What follows belongs to an exercise in optimizing a design on an open flow for small area; a production flow would make more cautious choices. The RTL was checked by simulation tests, not by an equivalence proof against the original design. Power and IR drop assume default switching activity.

### flow/design.v
module mcu_inf(
mcu_csn,
mcu_sck,
mcu_mosi,
mcu_miso,
spi_data,
spi_vld,
dev_id,
clk_sys,
rst_n
);
input mcu_csn;
input mcu_sck;
input mcu_mosi;
output mcu_miso;
output [7:0]	spi_data;
output				spi_vld;
input	 [7:0]	dev_id;
input clk_sys;
input rst_n;
wire csn;
io_filter u_io_csn(
.io_in(mcu_csn),
.io_real(csn),
.clk_sys(clk_sys),
.rst_n(rst_n)
);
wire sck;
io_filter u_io_sck(
.io_in(mcu_sck),
.io_real(sck),
.clk_sys(clk_sys),
.rst_n(rst_n)
);
wire csn_r;
wire csn_f;
edge_det u_edge_csn(
.din(csn),
.dr(csn_r),
.df(csn_f),
.clk_sys(clk_sys),
.rst_n(rst_n)
);
wire sck_r;
wire sck_f;
edge_det u_edge_sck(
.din(sck),
.dr(sck_r),
.df(sck_f),
.clk_sys(clk_sys),
.rst_n(rst_n)
);
reg [2:0] cnt_sck;
wire wd_sck;
always @ (posedge clk_sys or negedge rst_n)	begin
	if(~rst_n)
		cnt_sck <= 3'h0;
	else if(wd_sck)
		cnt_sck <= 3'h0;
	else if(sck_r)
		cnt_sck <= cnt_sck + 3'h1;
	else ;
end
reg [2:0] cnt_sck_reg;
always @ (posedge clk_sys)
	cnt_sck_reg <= cnt_sck;
wire cnt_sck_keep = (cnt_sck == cnt_sck_reg) & (cnt_sck != 3'h0);
reg [19:0] cnt_wd;
always @ (posedge clk_sys or negedge rst_n)	begin
	if(~rst_n)
		cnt_wd <= 20'h0;
	else if(cnt_sck_keep)
		cnt_wd <= cnt_wd + 20'h1;
	else 
		cnt_wd <= 20'h0;
end
assign wd_sck= (cnt_wd == 20'd10_000_00) ? 1'b1 : 1'b0;		 
reg [7:0] lock_mset;
always @ (posedge clk_sys or negedge rst_n)	begin
	if(~rst_n)
		lock_mset <= 8'h0;
	else if(sck_r)
		lock_mset <= {lock_mset[6:0],mcu_mosi};
	else ;
end
wire sck_byte;
assign sck_byte = (cnt_sck == 3'h7) & sck_r;
reg [1:0]	sck_byte_reg;
always @ (posedge clk_sys)
	sck_byte_reg <= {sck_byte_reg[0],sck_byte};
wire [7:0]	spi_data;
wire				spi_vld;
assign spi_data = lock_mset;
assign spi_vld = sck_byte_reg[1];
reg [7:0] lock_gset;
wire dev_id_change;
always @ (posedge clk_sys or negedge rst_n)	begin
	if(~rst_n)
		lock_gset <= 8'hff;
	else if(spi_vld)
		lock_gset <= dev_id;
	else if(dev_id_change)
		lock_gset <= dev_id;
	else if(sck_f)
		lock_gset <= {lock_gset[6:0],1'b0};
	else ;
end
reg [7:0] dev_id_old;
always @ (posedge clk_sys)
	dev_id_old <= dev_id;
assign dev_id_change = (dev_id_old != dev_id) ? 1'b1 : 1'b0;
reg mcu_miso;
always @ (posedge clk_sys or negedge rst_n)	begin
	if(~rst_n)
		mcu_miso <= 1'b1;
	else if(sck_f)
		mcu_miso <= lock_gset[7];
	else ;
end
endmodule
module io_filter(
io_in,
io_real,
clk_sys,
rst_n
);
input io_in;
output io_real;
input clk_sys;
input rst_n;
reg [7:0]	io_reg;
always @(posedge clk_sys or negedge rst_n)	begin
	if(~rst_n)
		io_reg <= 8'h0;
	else 
		io_reg <= {io_reg[6:0],io_in};
end
reg io_real;
always @(posedge clk_sys or negedge rst_n)	begin
	if(~rst_n)
		io_real <= 1'b0;
	else if(io_reg == 8'h0)
		io_real <= 1'b0;
	else if(io_reg == 8'hff)
		io_real <= 1'b1;
	else ;
end
endmodule
module edge_det(
din,
dr,
df,
clk_sys,
rst_n
);
input din;
output dr;
output df;
input clk_sys;
input rst_n;
reg dreg;
always @(posedge clk_sys)	
	dreg <= din;
wire dr = (~dreg) & din;
wire df = dreg & (~din);
endmodule
module devid_gen(
dev_id,
fx_waddr,
fx_wr,
fx_data,
spi_data,
spi_vld,
mcu_sel,
mcu_a,
clk_sys,
rst_n
);
output [7:0]	dev_id;
input [15:0]	fx_waddr;
input					fx_wr;
input [7:0]		fx_data;
input [7:0]	spi_data;
input				spi_vld;
input 			mcu_sel;
output [2:0]	mcu_a;
input	clk_sys;
input	rst_n;
wire case1 ;
wire case2 ;
assign case1 = spi_vld & (~mcu_sel);
assign case2 = fx_wr & (fx_waddr == 16'h0);
reg [7:0]	dev_id;
always @ (posedge clk_sys or negedge rst_n)	begin
	if(~rst_n)
		dev_id <= 8'hff;
	else if(spi_vld & (~mcu_sel))
		dev_id <= spi_data;
	else if(fx_wr & (fx_waddr == 16'h0))
		dev_id <= fx_data;
	else ;
end
reg [2:0] mcu_a;
always @(posedge clk_sys or negedge rst_n)	begin
	if(~rst_n)
		mcu_a <= 3'h4;
	else if(case1)
		mcu_a <= 3'h1;
	else if(case2)
		mcu_a <= 3'h0;
	else ;
end
endmodule
module rx_ctrl_phy(
rx,
tbit_period,
rx_vld,
rx_data,
clk_sys,
rst_n
);
input 				rx;
input  [19:0]	tbit_period;
output 				rx_vld;
output [7:0]	rx_data;
input clk_sys;
input rst_n;
reg [7:0]	rx_reg;
always @ (posedge clk_sys) 
	rx_reg <= {rx_reg[6:0],rx};
reg rx_real;
always @ (posedge clk_sys or negedge rst_n)	begin
	if(~rst_n)
		rx_real <= 1'b1;
	else if(rx_reg == 8'hff)
		rx_real <= 1'b1;
	else if(rx_reg == 8'h0)
		rx_real <= 1'b0;
	else ;
end
reg rx_real_reg;
always @(posedge clk_sys)
	rx_real_reg <= rx_real;
parameter S_IDLE = 4'h0;
parameter S_START = 4'h1;
parameter S_S7 = 4'h2;
parameter S_S6 = 4'h3;
parameter S_S5 = 4'h4;
parameter S_S4 = 4'h5;
parameter S_S3 = 4'h6;
parameter S_S2 = 4'h7;
parameter S_S1 = 4'h8;
parameter S_S0 = 4'h9;
parameter S_STOP = 4'ha;
parameter S_DONE = 4'hf;
reg [3:0] st_rx_phy;
wire rx_falling;
wire finish_bit;
always @ (posedge clk_sys or negedge rst_n)	begin
	if(~rst_n)
		st_rx_phy <= S_IDLE;
	else begin
		case (st_rx_phy)
			S_IDLE : st_rx_phy <= rx_falling ? S_START : S_IDLE;
			S_START: st_rx_phy <= finish_bit ? S_S7 : S_START;
			S_S7	 : st_rx_phy <= finish_bit ? S_S6 : S_S7;
			S_S6	 : st_rx_phy <= finish_bit ? S_S5 : S_S6;
			S_S5	 : st_rx_phy <= finish_bit ? S_S4 : S_S5;
			S_S4	 : st_rx_phy <= finish_bit ? S_S3 : S_S4;
			S_S3	 : st_rx_phy <= finish_bit ? S_S2 : S_S3;
			S_S2	 : st_rx_phy <= finish_bit ? S_S1 : S_S2;
			S_S1	 : st_rx_phy <= finish_bit ? S_S0 : S_S1;
			S_S0	 : st_rx_phy <= finish_bit ? S_STOP : S_S0;
			S_STOP : st_rx_phy <= finish_bit ? S_DONE : S_STOP;
			S_DONE : st_rx_phy <= S_IDLE;
			default : st_rx_phy <= S_IDLE;
		endcase
	end
end
wire send_bit = (st_rx_phy != S_IDLE) & (st_rx_phy != S_DONE);
assign rx_falling = (~rx_real) & rx_real_reg;
reg [19:0] cnt_cycle;
always @(posedge clk_sys or negedge rst_n)	begin
	if(~rst_n)
		cnt_cycle <= 20'h0;
	else if(cnt_cycle == (tbit_period - 20'h1))
		cnt_cycle <= 20'h0;
	else if(send_bit)
		cnt_cycle <= cnt_cycle + 20'h1;
	else 
		cnt_cycle <= 20'h0;
end
assign finish_bit = (cnt_cycle == (tbit_period - 20'h1)) ? 1'b1 : 1'b0;
wire [19:0] point_get = {1'b0,tbit_period[19:1]} - 20'h1;
reg [7:0] rx_data_int;
always @ (posedge clk_sys or negedge rst_n)	begin
	if(~rst_n)
		rx_data_int <= 8'h0;
	else if(cnt_cycle == point_get)	begin
		case(st_rx_phy)
			S_S7 : rx_data_int[7] <= rx_real;
			S_S6 : rx_data_int[6] <= rx_real;
			S_S5 : rx_data_int[5] <= rx_real;
			S_S4 : rx_data_int[4] <= rx_real;
			S_S3 : rx_data_int[3] <= rx_real;
			S_S2 : rx_data_int[2] <= rx_real;
			S_S1 : rx_data_int[1] <= rx_real;
			S_S0 : rx_data_int[0] <= rx_real;			
			default : ;
		endcase
	end
	else ;
end
reg [7:0] rx_data;
reg rx_vld;
always @ (posedge clk_sys)	
	rx_vld <= (st_rx_phy == S_DONE) ? 1'b1 : 1'b0;
always @ (posedge clk_sys or negedge rst_n)	begin
	if(~rst_n)
		rx_data <= 8'h0;
	else if(st_rx_phy == S_DONE)
		rx_data <= rx_data_int;
	else ;
end
endmodule
module rx_ctrl_dec(
cmdr_dev,
cmdr_mod,
cmdr_addr,
cmdr_data,
cmdr_vld,
rx_vld,
rx_data,
clk_sys,
rst_n
);
output [7:0]	cmdr_dev;
output [7:0]	cmdr_mod;
output [7:0]	cmdr_addr;
output [7:0]	cmdr_data;
output 				cmdr_vld;
input				rx_vld;
input [7:0]	rx_data;
input clk_sys;
input rst_n;
parameter S_IDLE = 3'h0;
parameter S_S1 = 3'h1;
parameter S_S2 = 3'h2;
parameter S_S3 = 3'h3;
parameter S_FAIL = 3'h6;
parameter S_DONE = 3'h7;
reg [2:0] st_rx_dec;
wire timeout_rx;
always @ (posedge clk_sys or negedge rst_n)	begin
	if(~rst_n)
		st_rx_dec <= S_IDLE;
	else begin
		case(st_rx_dec)
			S_IDLE : st_rx_dec <= rx_vld ? S_S1 : S_IDLE;
			S_S1 : st_rx_dec <= timeout_rx ? S_FAIL : (rx_vld ? S_S2 : S_S1);
			S_S2 : st_rx_dec <= timeout_rx ? S_FAIL : (rx_vld ? S_S3 : S_S2);
			S_S3 : st_rx_dec <= timeout_rx ? S_FAIL : (rx_vld ? S_DONE : S_S3);
			S_FAIL : st_rx_dec <= S_IDLE;
			S_DONE : st_rx_dec <= S_IDLE;
			default : st_rx_dec <= S_IDLE;
		endcase
	end
end
reg [19:0] cnt_cycle;
always @(posedge clk_sys or negedge rst_n)	begin
	if(~rst_n)
		cnt_cycle <= 20'h0;
	else if((st_rx_dec == S_S1) | (st_rx_dec == S_S2) |(st_rx_dec == S_S3))
		cnt_cycle <= cnt_cycle + 20'h1;
	else 
		cnt_cycle <= 20'h0;
end
assign timeout_rx = (cnt_cycle == 20'd1_000_00) ? 1'b1 : 1'b0;
reg [7:0] cmdr_dev;
reg [7:0]	cmdr_mod;
reg [7:0]	cmdr_addr;
reg [7:0]	cmdr_data;
always @ (posedge clk_sys or negedge rst_n)	begin
	if(~rst_n) begin
		cmdr_dev <= 8'h0;
		cmdr_mod <= 8'h0;
		cmdr_addr <= 8'h0;
		cmdr_data <= 8'h0;
	end
	else if(rx_vld)	begin
		case(st_rx_dec)
			S_IDLE : cmdr_dev <=  rx_data ;
			S_S1 : cmdr_mod <= rx_data;
			S_S2 : cmdr_addr <= rx_data;
			S_S3 : cmdr_data <= rx_data;
			default : ;
		endcase
	end
	else ;
end
wire cmdr_vld;
assign cmdr_vld = (st_rx_dec == S_DONE) ? 1'b1 : 1'b0;
endmodule
module rx_ctrl_top(
rx_ctrl,
cmdr_dev,
cmdr_mod,
cmdr_addr,
cmdr_data,
cmdr_vld,
clk_sys,
pluse_us,
rst_n
);
input rx_ctrl;
output [7:0]	cmdr_dev;
output [7:0]	cmdr_mod;
output [7:0]	cmdr_addr;
output [7:0]	cmdr_data;
output 				cmdr_vld;
input clk_sys;
input pluse_us;
input rst_n;
wire [7:0]	rx_ctrl_data;
wire 				rx_ctrl_vld;
rx_ctrl_phy u_rx_ctrl_phy(
.rx(rx_ctrl),
.tbit_period(20'd1000),
.rx_vld(rx_ctrl_vld),
.rx_data(rx_ctrl_data),
.clk_sys(clk_sys),
.rst_n(rst_n)
);
rx_ctrl_dec u_rx_ctrl_dec(
.cmdr_dev(cmdr_dev),
.cmdr_mod(cmdr_mod),
.cmdr_addr(cmdr_addr),
.cmdr_data(cmdr_data),
.cmdr_vld(cmdr_vld),
.rx_vld(rx_ctrl_vld),
.rx_data(rx_ctrl_data),
.clk_sys(clk_sys),
.rst_n(rst_n)
);
endmodule
module factory_ctrl(
cmdr_dev,
cmdr_mod,
cmdr_addr,
cmdr_data,
cmdr_vld,
cmdt_dev,
cmdt_mod,
cmdt_addr,
cmdt_data,
cmdt_vld,
cmdl_dev,
cmdl_mod,
cmdl_addr,
cmdl_data,
cmdl_vld,
dev_id,
clk_sys,
pluse_us,
rst_n
);
input [7:0]	cmdr_dev;
input [7:0]	cmdr_mod;
input [7:0]	cmdr_addr;
input [7:0]	cmdr_data;
input 			cmdr_vld;
output [7:0]	cmdt_dev;
output [7:0]	cmdt_mod;
output [7:0]	cmdt_addr;
output [7:0]	cmdt_data;
output				cmdt_vld;
output [7:0]	cmdl_dev;
output [7:0]	cmdl_mod;
output [7:0]	cmdl_addr;
output [7:0]	cmdl_data;
output 				cmdl_vld;
input [7:0]	dev_id;
input clk_sys;
input pluse_us;
input rst_n;
wire broadcast = (cmdr_dev == 8'hff) ? 1'b1 : 1'b0;
wire localhost = (cmdr_dev == dev_id) ? 1'b1 : 1'b0;
wire cmd_setid = broadcast & (cmdr_mod == 8'h0) & (cmdr_addr == 8'h0) ;
reg [7:0]	cmdt_dev;
reg [7:0]	cmdt_mod;
reg [7:0]	cmdt_addr;
reg [7:0]	cmdt_data;
reg				cmdt_vld;
reg [7:0]	cmdl_dev;
reg [7:0]	cmdl_mod;
reg [7:0]	cmdl_addr;
reg [7:0]	cmdl_data;
reg 			cmdl_vld;
always @ (posedge clk_sys)	begin
	cmdt_dev <= cmdr_dev;
	cmdt_mod <= cmdr_mod;
	cmdt_addr <= cmdr_addr;
	cmdt_data <= cmd_setid ? (cmdr_data + 8'h1) : cmdr_data;
	cmdl_dev <= cmdr_dev;
	cmdl_mod <= cmdr_mod;
	cmdl_addr <= cmdr_addr;
	cmdl_data <= cmdr_data;
end
always @ (posedge clk_sys or negedge rst_n)	begin
	if(~rst_n)
		cmdl_vld <= 1'b0;
	else if((broadcast | localhost) & cmdr_vld) 
		cmdl_vld <= 1'b1;
	else 
		cmdl_vld <= 1'b0;
end
always @ (posedge clk_sys or negedge rst_n)	begin
	if(~rst_n)
		cmdt_vld <= 1'b0;
	else if(~localhost & cmdr_vld) 
		cmdt_vld <= 1'b1;
	else 
		cmdt_vld <= 1'b0;
end
endmodule
module tx_ctrl_enc(
fire_tx,
done_tx,
data_tx,
cmdt_dev,
cmdt_mod,
cmdt_addr,
cmdt_data,
cmdt_vld,
clk_sys,
rst_n
);
output	fire_tx;
input		done_tx;
output [7:0]	data_tx;
input [7:0]	cmdt_dev;
input [7:0]	cmdt_mod;
input [7:0]	cmdt_addr;
input [7:0]	cmdt_data;
input 			cmdt_vld;
input clk_sys;
input rst_n;
reg [31:0] lock_data;
always @ (posedge clk_sys or negedge rst_n)	begin
	if(~rst_n)
		lock_data <=  32'h0;
	else if(cmdt_vld)
		lock_data <= {cmdt_dev,cmdt_mod,cmdt_addr,cmdt_data};
	else ;
end
parameter S_IDLE = 4'h0;
parameter S_FS1 = 4'h1;
parameter S_WS1 = 4'h2;
parameter S_FS2 = 4'h3;
parameter S_WS2 = 4'h4;
parameter S_FS3 = 4'h5;
parameter S_WS3 = 4'h6;
parameter S_FS4 = 4'h7;
parameter S_WS4 = 4'h8;
parameter S_DONE = 4'hf;
reg [3:0] st_tx_enc;
always @ (posedge clk_sys or negedge rst_n)	begin
	if(~rst_n)
		st_tx_enc <= S_IDLE;
	else begin
		case(st_tx_enc)
			S_IDLE : st_tx_enc <= cmdt_vld ? S_FS1 : S_IDLE;
			S_FS1 : st_tx_enc <= S_WS1;
			S_WS1 : st_tx_enc <= done_tx ? S_FS2 : S_WS1;
			S_FS2 : st_tx_enc <= S_WS2;
			S_WS2 : st_tx_enc <= done_tx ? S_FS3 : S_WS2;
			S_FS3 : st_tx_enc <= S_WS3;
			S_WS3 : st_tx_enc <= done_tx ? S_FS4 : S_WS3;
			S_FS4 : st_tx_enc <= S_WS4;
			S_WS4 : st_tx_enc <= done_tx ? S_DONE : S_WS4;
			S_DONE : st_tx_enc <= S_IDLE;
			default : st_tx_enc <= S_IDLE;
		endcase
	end
end
wire fire_tx = 	(st_tx_enc == S_FS1) | (st_tx_enc == S_FS2) |
								(st_tx_enc == S_FS3) | (st_tx_enc == S_FS4) ;
wire [7:0]	data_tx;
assign data_tx = 	(st_tx_enc == S_FS1) ? lock_data[31:24] :
									(st_tx_enc == S_FS2) ? lock_data[23:16] :
									(st_tx_enc == S_FS3) ? lock_data[15:8] :
									(st_tx_enc == S_FS4) ? lock_data[7:0] : 8'h0;
endmodule
module tx_ctrl_phy(
tx,
fire_tx,
done_tx,
data_tx,
tbit_period,
clk_sys,
rst_n
);
output tx;
input fire_tx;
output done_tx;
input [7:0]		data_tx;
input [19:0]	tbit_period;
input clk_sys;
input rst_n;
reg [7:0] data;
always @ (posedge clk_sys or negedge rst_n)	begin
	if(~rst_n)
		data <= 8'h0;
	else if(fire_tx)
		data <= data_tx;
	else ;
end
parameter S_IDLE = 4'h0;
parameter S_START = 4'h1;
parameter S_S7 = 4'h2;
parameter S_S6 = 4'h3;
parameter S_S5 = 4'h4;
parameter S_S4 = 4'h5;
parameter S_S3 = 4'h6;
parameter S_S2 = 4'h7;
parameter S_S1 = 4'h8;
parameter S_S0 = 4'h9;
parameter S_STOP = 4'ha;
parameter S_STOP2 = 4'hb;
parameter S_DONE = 4'hf;
reg [3:0] st_tx_phy;
wire finish_bit;
always @ (posedge clk_sys or negedge rst_n)	begin
	if(~rst_n)
		st_tx_phy <= S_IDLE ;
	else begin
		case(st_tx_phy)
			S_IDLE : st_tx_phy <= fire_tx ? S_START : S_IDLE;
			S_START: st_tx_phy <= finish_bit ? S_S7 : S_START;
			S_S7   : st_tx_phy <= finish_bit ? S_S6 : S_S7;
			S_S6   : st_tx_phy <= finish_bit ? S_S5 : S_S6;
			S_S5   : st_tx_phy <= finish_bit ? S_S4 : S_S5;
			S_S4   : st_tx_phy <= finish_bit ? S_S3 : S_S4;
			S_S3   : st_tx_phy <= finish_bit ? S_S2 : S_S3;
			S_S2   : st_tx_phy <= finish_bit ? S_S1 : S_S2;
			S_S1   : st_tx_phy <= finish_bit ? S_S0 : S_S1;
			S_S0   : st_tx_phy <= finish_bit ? S_STOP : S_S0;
			S_STOP : st_tx_phy <= finish_bit ? S_STOP2 : S_STOP;
			S_STOP2: st_tx_phy <= finish_bit ? S_DONE : S_STOP2;
			S_DONE : st_tx_phy <= S_IDLE;
			default : st_tx_phy <= S_IDLE;
		endcase
	end
end
wire send_bit = (st_tx_phy != S_IDLE) & (st_tx_phy != S_DONE);
reg [19:0] cnt_cycle;
always @(posedge clk_sys or negedge rst_n)	begin
	if(~rst_n)
		cnt_cycle <= 20'h0;
	else if(cnt_cycle == (tbit_period - 20'h1))
		cnt_cycle <= 20'h0;
	else if(send_bit)
		cnt_cycle <= cnt_cycle + 20'h1;
	else 
		cnt_cycle <= 20'h0;
end
assign finish_bit = (cnt_cycle == (tbit_period - 20'h1)) ? 1'b1 : 1'b0;
wire done_tx;
assign done_tx = (st_tx_phy == S_DONE) ? 1'b1 : 1'b0;
wire tx;
assign tx = (st_tx_phy == S_S7) ? data[7] : 
						(st_tx_phy == S_S6) ? data[6] : 
						(st_tx_phy == S_S5) ? data[5] : 
						(st_tx_phy == S_S4) ? data[4] : 
						(st_tx_phy == S_S3) ? data[3] : 
						(st_tx_phy == S_S2) ? data[2] : 
						(st_tx_phy == S_S1) ? data[1] :
						(st_tx_phy == S_S0) ? data[0] :	
						(st_tx_phy == S_START ) ? 1'b0 : 1'b1;
endmodule
module tx_ctrl_top(
tx_ctrl,
cmdt_dev,
cmdt_mod,
cmdt_addr,
cmdt_data,
cmdt_vld,
clk_sys,
rst_n
);
output tx_ctrl;
input [7:0]	cmdt_dev;
input [7:0]	cmdt_mod;
input [7:0]	cmdt_addr;
input [7:0]	cmdt_data;
input 			cmdt_vld;
input clk_sys;
input rst_n;
wire fire_tx;
wire done_tx;
wire [7:0]	data_tx;
tx_ctrl_enc u_tx_enc(
.fire_tx(fire_tx),
.done_tx(done_tx),
.data_tx(data_tx),
.cmdt_dev(cmdt_dev),
.cmdt_mod(cmdt_mod),
.cmdt_addr(cmdt_addr),
.cmdt_data(cmdt_data),
.cmdt_vld(cmdt_vld),
.clk_sys(clk_sys),
.rst_n(rst_n)
);
tx_ctrl_phy u_tx_phy(
.tx(tx_ctrl),
.fire_tx(fire_tx),
.done_tx(done_tx),
.data_tx(data_tx),
.tbit_period(20'd1000),
.clk_sys(clk_sys),
.rst_n(rst_n)
);
endmodule
module fx_bc(
cmdl_mod,
cmdl_addr,
cmdl_data,
cmdl_vld,
fx_waddr,
fx_wr,
fx_data,
fx_rd,
fx_raddr,
fx_q,
clk_sys,
rst_n
);
input [7:0] cmdl_mod;
input [7:0] cmdl_addr;
input [7:0] cmdl_data;
input 			cmdl_vld;
output [15:0]	fx_waddr;
output 				fx_wr;
output [7:0]	fx_data;
output				fx_rd;
output [15:0]	fx_raddr;
input  [7:0]	fx_q;
input clk_sys;
input rst_n;
wire en_wr = (cmdl_mod[7:6] == 2'b10) ? 1'b1 : 1'b0;
wire en_rd = (cmdl_mod[7:6] == 2'b00) ? 1'b1 : 1'b0;
wire [5:0] mod_id = cmdl_mod[5:0];
wire [15:0] waddr = en_wr ? {2'h0,mod_id,cmdl_addr} : 16'h0;
wire [15:0] raddr = en_rd ? {2'h0,mod_id,cmdl_addr} : 16'h0;
wire [7:0]	data = en_wr ? cmdl_data : 8'h0;
reg [15:0]	fx_waddr;
reg 				fx_wr;
reg [7:0]		fx_data;
reg					fx_rd;
reg [15:0]	fx_raddr;
always @(posedge clk_sys or negedge rst_n)	begin
	if(~rst_n)	begin
		fx_waddr <= 16'h0;
		fx_wr <= 1'b0;
		fx_data <= 8'h0;
		fx_rd <= 1'b0;
		fx_raddr <= 16'h0;
	end
	else  begin
		fx_wr <= cmdl_vld ? en_wr : 1'b0;
		fx_rd <= cmdl_vld ? en_rd : 1'b0;
		fx_waddr <= cmdl_vld ? waddr : 16'h0;
		fx_raddr <= cmdl_vld ? raddr : 16'h0;
		fx_data <= cmdl_vld ? data : 8'h0;
	end
end
endmodule
module fx_bm(
fx_waddr,
fx_wr,
fx_data,
fx_rd,
fx_raddr,
fx_q,
bm_data,
bm_vld,
clk_sys,
rst_n
);
input [15:0]	fx_waddr;
input 				fx_wr;
input [7:0]	fx_data;
input				fx_rd;
input [15:0]	fx_raddr;
input  [7:0]	fx_q;
output [31:0]	bm_data;
output				bm_vld;
input clk_sys;
input rst_n;
wire fx_op = fx_wr | fx_rd;
reg  fx_op_reg;
reg  bm_vld;
always @(posedge clk_sys)	begin
	fx_op_reg <= fx_op;
	bm_vld <= fx_op_reg;
end
reg [31:0] bm_data;
always @ (posedge clk_sys or negedge rst_n)	begin
	if(~rst_n)
		bm_data <= 32'h0;
	else if(fx_op_reg)
		bm_data[7:0] <= fx_q;
	else if(fx_op)	begin
		bm_data[15:8] <= fx_data;
		bm_data[31:16] <= fx_wr ? (fx_waddr | 16'h8000) : fx_raddr;
	end
	else ;
end
endmodule
module cfg_reg(
fx_waddr,
fx_wr,
fx_data,
fx_rd,
fx_raddr,
fx_q,
mod_id,
dev_id,
clk_sys,
rst_n
);
input 				fx_wr;
input [7:0]		fx_data;
input [15:0]	fx_waddr;
input [15:0]	fx_raddr;
input 				fx_rd;
output  [7:0]	fx_q;
input  [5:0]	mod_id;
input  [7:0]	dev_id;
input clk_sys;
input rst_n;
wire dev_wsel = (fx_waddr[13:8]== mod_id) ? 1'b1 :1'b0;
wire dev_rsel = (fx_raddr[13:8]== mod_id) ? 1'b1 :1'b0;
wire now_wr = fx_wr & dev_wsel;
wire now_rd = fx_rd & dev_rsel;
reg [7:0] cfg_dbg0;
reg [7:0] cfg_dbg1;
reg [7:0] cfg_dbg2;
reg [7:0] cfg_dbg3;
reg [7:0] cfg_dbg4;
reg [7:0] cfg_dbg5;
reg [7:0] cfg_dbg6;
reg [7:0] cfg_dbg7;
always @ (posedge clk_sys or negedge rst_n)	begin
	if(~rst_n)	begin
		cfg_dbg0 <= 8'h80;
		cfg_dbg1 <= 8'h81;
		cfg_dbg2 <= 8'h82;
		cfg_dbg3 <= 8'h83;
		cfg_dbg4 <= 8'h84;
		cfg_dbg5 <= 8'h85;
		cfg_dbg6 <= 8'h86;
		cfg_dbg7 <= 8'h87;
	end
	else if(now_wr) begin
		case(fx_waddr[7:0])
			8'h80 : cfg_dbg0 <= fx_data;
			8'h81 : cfg_dbg1 <= fx_data;
			8'h82 : cfg_dbg2 <= fx_data;
			8'h83 : cfg_dbg3 <= fx_data;
			8'h84 : cfg_dbg4 <= fx_data;
			8'h85 : cfg_dbg5 <= fx_data;
			8'h86 : cfg_dbg6 <= fx_data;
			8'h87 : cfg_dbg7 <= fx_data;
			default : ;
		endcase
	end
	else ;
end
reg [7:0] q0;
always @(posedge clk_sys or negedge rst_n)	begin
	if(~rst_n) begin
		q0 <= 8'h0;
	end
	else if(now_rd) begin
		case(fx_raddr[7:0])
			8'h0  : q0 <= mod_id;
			8'h10 : q0 <= dev_id;
			8'h80 : q0 <= cfg_dbg0;
			8'h81 : q0 <= cfg_dbg1;
			8'h82 : q0 <= cfg_dbg2;
			8'h83 : q0 <= cfg_dbg3;
			8'h84 : q0 <= cfg_dbg4;
			8'h85 : q0 <= cfg_dbg5;
			8'h86 : q0 <= cfg_dbg6;
			8'h87 : q0 <= cfg_dbg7;
			default : q0 <= 8'h0;
		endcase
	end
	else 
		q0 <= 8'h0;
end
wire [7:0] fx_q;
assign fx_q = q0;
endmodule
module control_top(
tx_ctrl,
rx_ctrl,
fx_waddr,
fx_wr,
fx_data,
fx_rd,
fx_raddr,
fx_q,
mcu_csn,
mcu_sck,
mcu_mosi,
mcu_miso,
mcu_sel,
mcu_a,
bm_data,
bm_vld,
dev_id,
mod_id,
clk_sys,
pluse_us,
rst_n
);
output tx_ctrl;
input  rx_ctrl;
output [15:0]	fx_waddr;
output 				fx_wr;
output [7:0]	fx_data;
output				fx_rd;
output [15:0]	fx_raddr;
input  [7:0]	fx_q;
input mcu_csn;
input mcu_sck;
input mcu_mosi;
output mcu_miso;
input mcu_sel;
output [2:0]	mcu_a;
output [31:0]	bm_data;
output 				bm_vld;
output [7:0]	dev_id;
input  [5:0]	mod_id;
input clk_sys;
input pluse_us;
input rst_n;
wire [7:0]	spi_data;
wire 				spi_vld;
mcu_inf u_mcu_inf(
.mcu_csn(mcu_csn),
.mcu_sck(mcu_sck),
.mcu_mosi(mcu_mosi),
.mcu_miso(mcu_miso),
.spi_data(spi_data),
.spi_vld(spi_vld),
.dev_id(dev_id),
.clk_sys(clk_sys),
.rst_n(rst_n)
);
wire [7:0]	dev_id;
devid_gen u_devid(
.dev_id(dev_id),
.fx_waddr(fx_waddr),
.fx_wr(fx_wr),
.fx_data(fx_data),
.spi_data(spi_data),
.spi_vld(spi_vld),
.mcu_sel(mcu_sel),
.mcu_a(mcu_a),
.clk_sys(clk_sys),
.rst_n(rst_n)
);
wire [7:0]	cmdr_dev;
wire [7:0]	cmdr_mod;
wire [7:0]	cmdr_addr;
wire [7:0]	cmdr_data;
wire 				cmdr_vld;
rx_ctrl_top u_rx_ctrl(
.rx_ctrl(rx_ctrl),
.cmdr_dev(cmdr_dev),
.cmdr_mod(cmdr_mod),
.cmdr_addr(cmdr_addr),
.cmdr_data(cmdr_data),
.cmdr_vld(cmdr_vld),
.clk_sys(clk_sys),
.pluse_us(pluse_us),
.rst_n(rst_n)
);
wire [7:0]	cmdt_dev;
wire [7:0]	cmdt_mod;
wire [7:0]	cmdt_addr;
wire [7:0]	cmdt_data;
wire				cmdt_vld;
wire [7:0]	cmdl_dev;
wire [7:0]	cmdl_mod;
wire [7:0]	cmdl_addr;
wire [7:0]	cmdl_data;
wire				cmdl_vld;
factory_ctrl u_factory_ctrl(
.cmdr_dev(cmdr_dev),
.cmdr_mod(cmdr_mod),
.cmdr_addr(cmdr_addr),
.cmdr_data(cmdr_data),
.cmdr_vld(cmdr_vld),
.cmdt_dev(cmdt_dev),
.cmdt_mod(cmdt_mod),
.cmdt_addr(cmdt_addr),
.cmdt_data(cmdt_data),
.cmdt_vld(cmdt_vld),
.cmdl_dev(cmdl_dev),
.cmdl_mod(cmdl_mod),
.cmdl_addr(cmdl_addr),
.cmdl_data(cmdl_data),
.cmdl_vld(cmdl_vld),
.dev_id(dev_id),
.clk_sys(clk_sys),
.pluse_us(pluse_us),
.rst_n(rst_n)
);
tx_ctrl_top u_tx_ctrl(
.tx_ctrl(tx_ctrl),
.cmdt_dev(cmdt_dev),
.cmdt_mod(cmdt_mod),
.cmdt_addr(cmdt_addr),
.cmdt_data(cmdt_data),
.cmdt_vld(cmdt_vld),
.clk_sys(clk_sys),
.rst_n(rst_n)
);
wire [7:0]	fx_q_all;
fx_bc u_fx_bc(
.cmdl_mod(cmdl_mod),
.cmdl_addr(cmdl_addr),
.cmdl_data(cmdl_data),
.cmdl_vld(cmdl_vld),
.fx_waddr(fx_waddr),
.fx_wr(fx_wr),
.fx_data(fx_data),
.fx_rd(fx_rd),
.fx_raddr(fx_raddr),
.fx_q(fx_q_all),
.clk_sys(clk_sys),
.rst_n(rst_n)
);
fx_bm u_fx_bm(
.fx_waddr(fx_waddr),
.fx_wr(fx_wr),
.fx_data(fx_data),
.fx_rd(fx_rd),
.fx_raddr(fx_raddr),
.fx_q(fx_q_all),
.bm_data(bm_data),
.bm_vld(bm_vld),
.clk_sys(clk_sys),
.rst_n(rst_n)
);
wire [7:0]	fx_q_ctrl;
cfg_reg u_ctrl_reg(
.fx_waddr(fx_waddr),
.fx_wr(fx_wr),
.fx_data(fx_data),
.fx_rd(fx_rd),
.fx_raddr(fx_raddr),
.fx_q(fx_q_ctrl),
.mod_id(mod_id),
.dev_id(dev_id),
.clk_sys(clk_sys),
.rst_n(rst_n)
);
assign fx_q_all = fx_q_ctrl | fx_q;
endmodule
### flow/run.sh
#!/bin/bash
# synth_recipe.tcl (not shown) runs the flow's synth.tcl, then flattens the netlist and writes it again
# the make line also repeats each setting of config.mk as NAME=value (left out here)
make -C /OpenROAD-flow-scripts/flow DESIGN_CONFIG=/design/flow/config.mk WORK_HOME=/design/flow/orfs CLKGATE_MAP_FILE= SYNTH_SCRIPT=/design/flow/synth_recipe.tcl finish
### flow/config.mk
export PLATFORM = sky130hd
export DESIGN_NAME = control_top
export DESIGN_NICKNAME = control_top
export VERILOG_FILES = /design/flow/design.v
export SDC_FILE = /design/flow/constraint.sdc
export NUM_CORES = 4
export LEC_CHECK = 0
export CAP_MARGIN = 20
export CORE_MARGIN = 2
export CORE_UTILIZATION = 40
export SLEW_MARGIN = 20
### flow/constraint.sdc
create_clock -name core_clock -period 10.0 [get_ports {clk_sys}]
set_input_delay 2.0000 -clock core_clock [delete_from_list [all_inputs] [get_ports {clk_sys}]]
set_output_delay 2.0000 -clock core_clock [all_outputs]
set_load 0.01 [all_outputs]
==> impl_metrics.toml <==
[outcome]
outcome = "finished clean"

[synth]
yosysUniqueCellTypes = 72
avgSynthCellArea_um2 = 12.11
seq_area_frac_synth_pct = 58.22
synth_edf_count = 0
ys_ff_latch = 432
ys_async_sr_fraction_pct = 84.72
synth_cells = 1493
netlist_area_um2 = 18080
synth-main-ff-cell = "dfrtp_1"
yosys_warnings = 12

[cts]
cts_tree = "done"
cts_buffers = 47
clkSinkCount = 432
cts_resized = 0
cts.clk_slew.worst_paths_ns = 0.06
postCtsHoldBufs = 0
cts_max_level = 2
cts-root-buf = "clkbuf_16"
post_cts_buffers = 0
clockBufferDepth = 3
clk_latency_ns = 0.58

[job]
cap_violations = 0

[global_route]
grt_max_degree = 98
grtUsageTotal_pct = 16.63
grt_pass1_vias = 11430
antenna_found_initial = 0
grt_pass1_wl_um = 62860
grt-ovfl-total = 0

[sta]
worst_pin_slew_ns = 0.9924
setup_viol = 0
max-slew-margin-rel_pct = 33.70
fin_crit_sh_pct = 43.41
hold_violations = 0
fin_ws_ns = 5.659
setup_tns_ns = 0
rsz0062_at_grt = "false"
fmax_mhz = 230.4
finalMaxSlewViolations = 0
finClkSkew_ns = 0.02614
fin_crit_ns = 4.341

[setup_path]
end_kind = "primary output"
critPathKind = "reg2out"
start_kind = "register"
cp.required_ns = 8.00
r2r-start = "u_fx_bc.fx_waddr[6]"
worstPathMaxFanout = 10
reg2reg_depth = 5
critPathLaunch = "u_tx_ctrl.u_tx_phy.st_tx_phy[2]"
cp.arrival_ns = 2.34

[floorplan]
coreArea_um2 = 44410
start_util_pct = 40.72
pin_count = 110
die_x_um = 216.6
dieHeight_um = 216.6
die_area_um2 = 46930
num_rows = 77

[layout]
mostFrequentLayoutCells = "dfrtp_1 (327), mux2_2 (192), nor2_1 (139), clkdlybuf4s50_1 (100), nand2_1 (78)"
multiInputGateArea_um2 = 7151
syn2layout_area_growth_pct = 17.73
drive_gt1_share_pct = 22.09
fillers = 3945
n_antenna_cell = 0
largest_reg_flops = 32
final_nets = 1619
regMostFlops = "u_tx_ctrl.u_tx_enc.lock_data"
stdcell_area_um2 = 21290
final_common_cell = "dfrtp_1"
regArea_um2 = 10530
top_regs = "u_tx_ctrl.u_tx_enc.lock_data: 32 flops, u_fx_bm.bm_data: 31 flops"

[worst_hold_path]
holdPathStages = 0
holdCritPathClass = "reg2reg"
hp-start = "u_mcu_inf.sck_byte_reg[0]"

[power]
ir_drop_mv = 0.1529
cellLeakagePower_uw = 0.009130
powerDensity_nw_per_um2 = 175.6

[detailed_routing]
antenna_left = 0
drc = 0
drt-total-wl_um = 38440
wire_per_inst_um = 17.34
drtIter0Drc = 776
via_per_inst = 5.137
routed-via-count = 11390
drt-pass1-iter-count = 5

[placement]
place_ws_ns = 5.666
place_area_um2 = 19610
gp_congestion = 0.8384
port_buffers = 101
dp_hpwl_um = 25610
cells in the mapped netlist (5+ instances only):
cell	count	share of area (%)
mux2_2	192	12
nand2b_1	5	0.17
xor2_1	58	2.8
o22ai_1	5	0.17
dfrtp_1	327	45
xnor2_1	49	2.4
and3_1	16	0.55
dfxtp_1	66	7.3
mux2i_1	39	2.2
and4_1	10	0.48
nand2_1	78	1.6
a31oi_1	7	0.24
nor3_1	24	0.66
buf_1	6	0.12
nand3_1	47	1.3
a21oi_1	36	1.0
inv_1	26	0.54
nand4_1	32	1.1
buf_2	10	0.28
ha_1	10	0.69
nor4_1	19	0.66
or3_1	6	0.21
o21ai_0	45	1.2
dfstp_2	39	5.7
buf_4	7	0.29
nor2b_1	8	0.28
nor2_2	8	0.28
a22oi_1	7	0.29
nor2_1	139	2.9
clkbuf_1	45	0.93
nor3b_1	7	0.29
and2_1	46	1.6
mux4_2	11	1.4
worst max-delay path, cell delays in order (launching register included):
cell             delay (ns)
dfrtp_1                0.46
nand2b_1               0.19
o21ai_0                0.15
nand2b_1               0.07
a221oi_1               0.27
o22ai_1                0.13
clkdlybuf4s50_1        0.49
stage by stage:
step	hold WS (ns)	instances	power [µW]	utilization, %
4_1_cts	0.3304	2217	3795	47.93
6_report	0.3298	2217	3740	47.94
5_1_grt	0.3329	2217	3894	47.94
3_5_place_dp	0.3165	2130	1952	44.16
2_1_floorplan	0.3096	1498	1898	-
3_3_place_gp	0.3136	2130	1949	44.16
power breakdown:
| group | switching [µW] | internal, µW | total, µW |
|---|---|---|---|
| sequential | 29.8 | 1770 | 1800 |
| combinational | 71.2 | 44.3 | 115 |
| clock | 704 | 1120 | 1820 |
| total | 805 | 2930 | 3740 |
kinds of logic after synthesis:
| logic type | count (synthesis) | synth area share, % |
|---|---|---|
| XOR/XNOR | 107 | 5.182 |
| adder cells (fa/ha/maj) | 10 | 0.6919 |
| other | 1 | 0.02074 |
| flip-flops | 432 | 58.22 |
| AO/OA/AOI/OAI | 124 | 4.075 |
| AND/OR/NAND/NOR | 479 | 13.97 |
| buffers and inverters | 98 | 2.359 |
| multiplexers | 242 | 15.48 |
worst paths after layout:
check	endpoint	slack (ns)
worst min-delay path	u_mcu_inf.sck_byte_reg[1]	0.33
worst max-delay path	tx_ctrl	5.66
worst max register to register	u_ctrl_reg.cfg_dbg6[0]	7.38
min in group asynchronous	u_ctrl_reg.cfg_dbg1[1]	1.44
worst min register to register	u_mcu_inf.sck_byte_reg[1]	0.33
max in group asynchronous	u_factory_ctrl.cmdl_vld	6.46
per-layer routing:
layer	GRT usage (%)	vias up	share of wire [%]
met3	3.382	66	4.7
li1	-	5423	-
met2	26.63	227	46
met1	22.76	5672	47
met5	0	-	0
met4	5.160	0	2.5
layout make-up:
class | count | area share [%]
clock buffer | 68 | 6.658
clock inverter | 19 | 1.193
inverter | 26 | 0.4584
multi-input combinational | 968 | 33.58
sequential | 432 | 49.45
tap | 592 | 3.479
timing repair buffer | 112 | 5.177

afterwards: timing with drivers on the ports:
How much do the figures lean on ideal ports? The routed layout below was timed once more, with nothing changed but the port constraints. Step 1, drivers: a clkbuf_16 drives clk_sys and a buf_2 each remaining input, both assumed. Step 2 also shifts input and output timing later by t, the mid clock arrival at the registers, as if the neighbouring blocks saw the same clock. a / b / c = ideal ports / drivers / drivers and shift; a / b = the first two.
shift t [ns]: 0.615
setup slack, ns: 5.659 / 5.607 / 5.645
worst slew at a driven data input, ns: 0.05
After both steps setup and hold are still met in this run. The setup slack of this run moves by -0.052 ns with the drivers and by -0.014 ns with both steps.
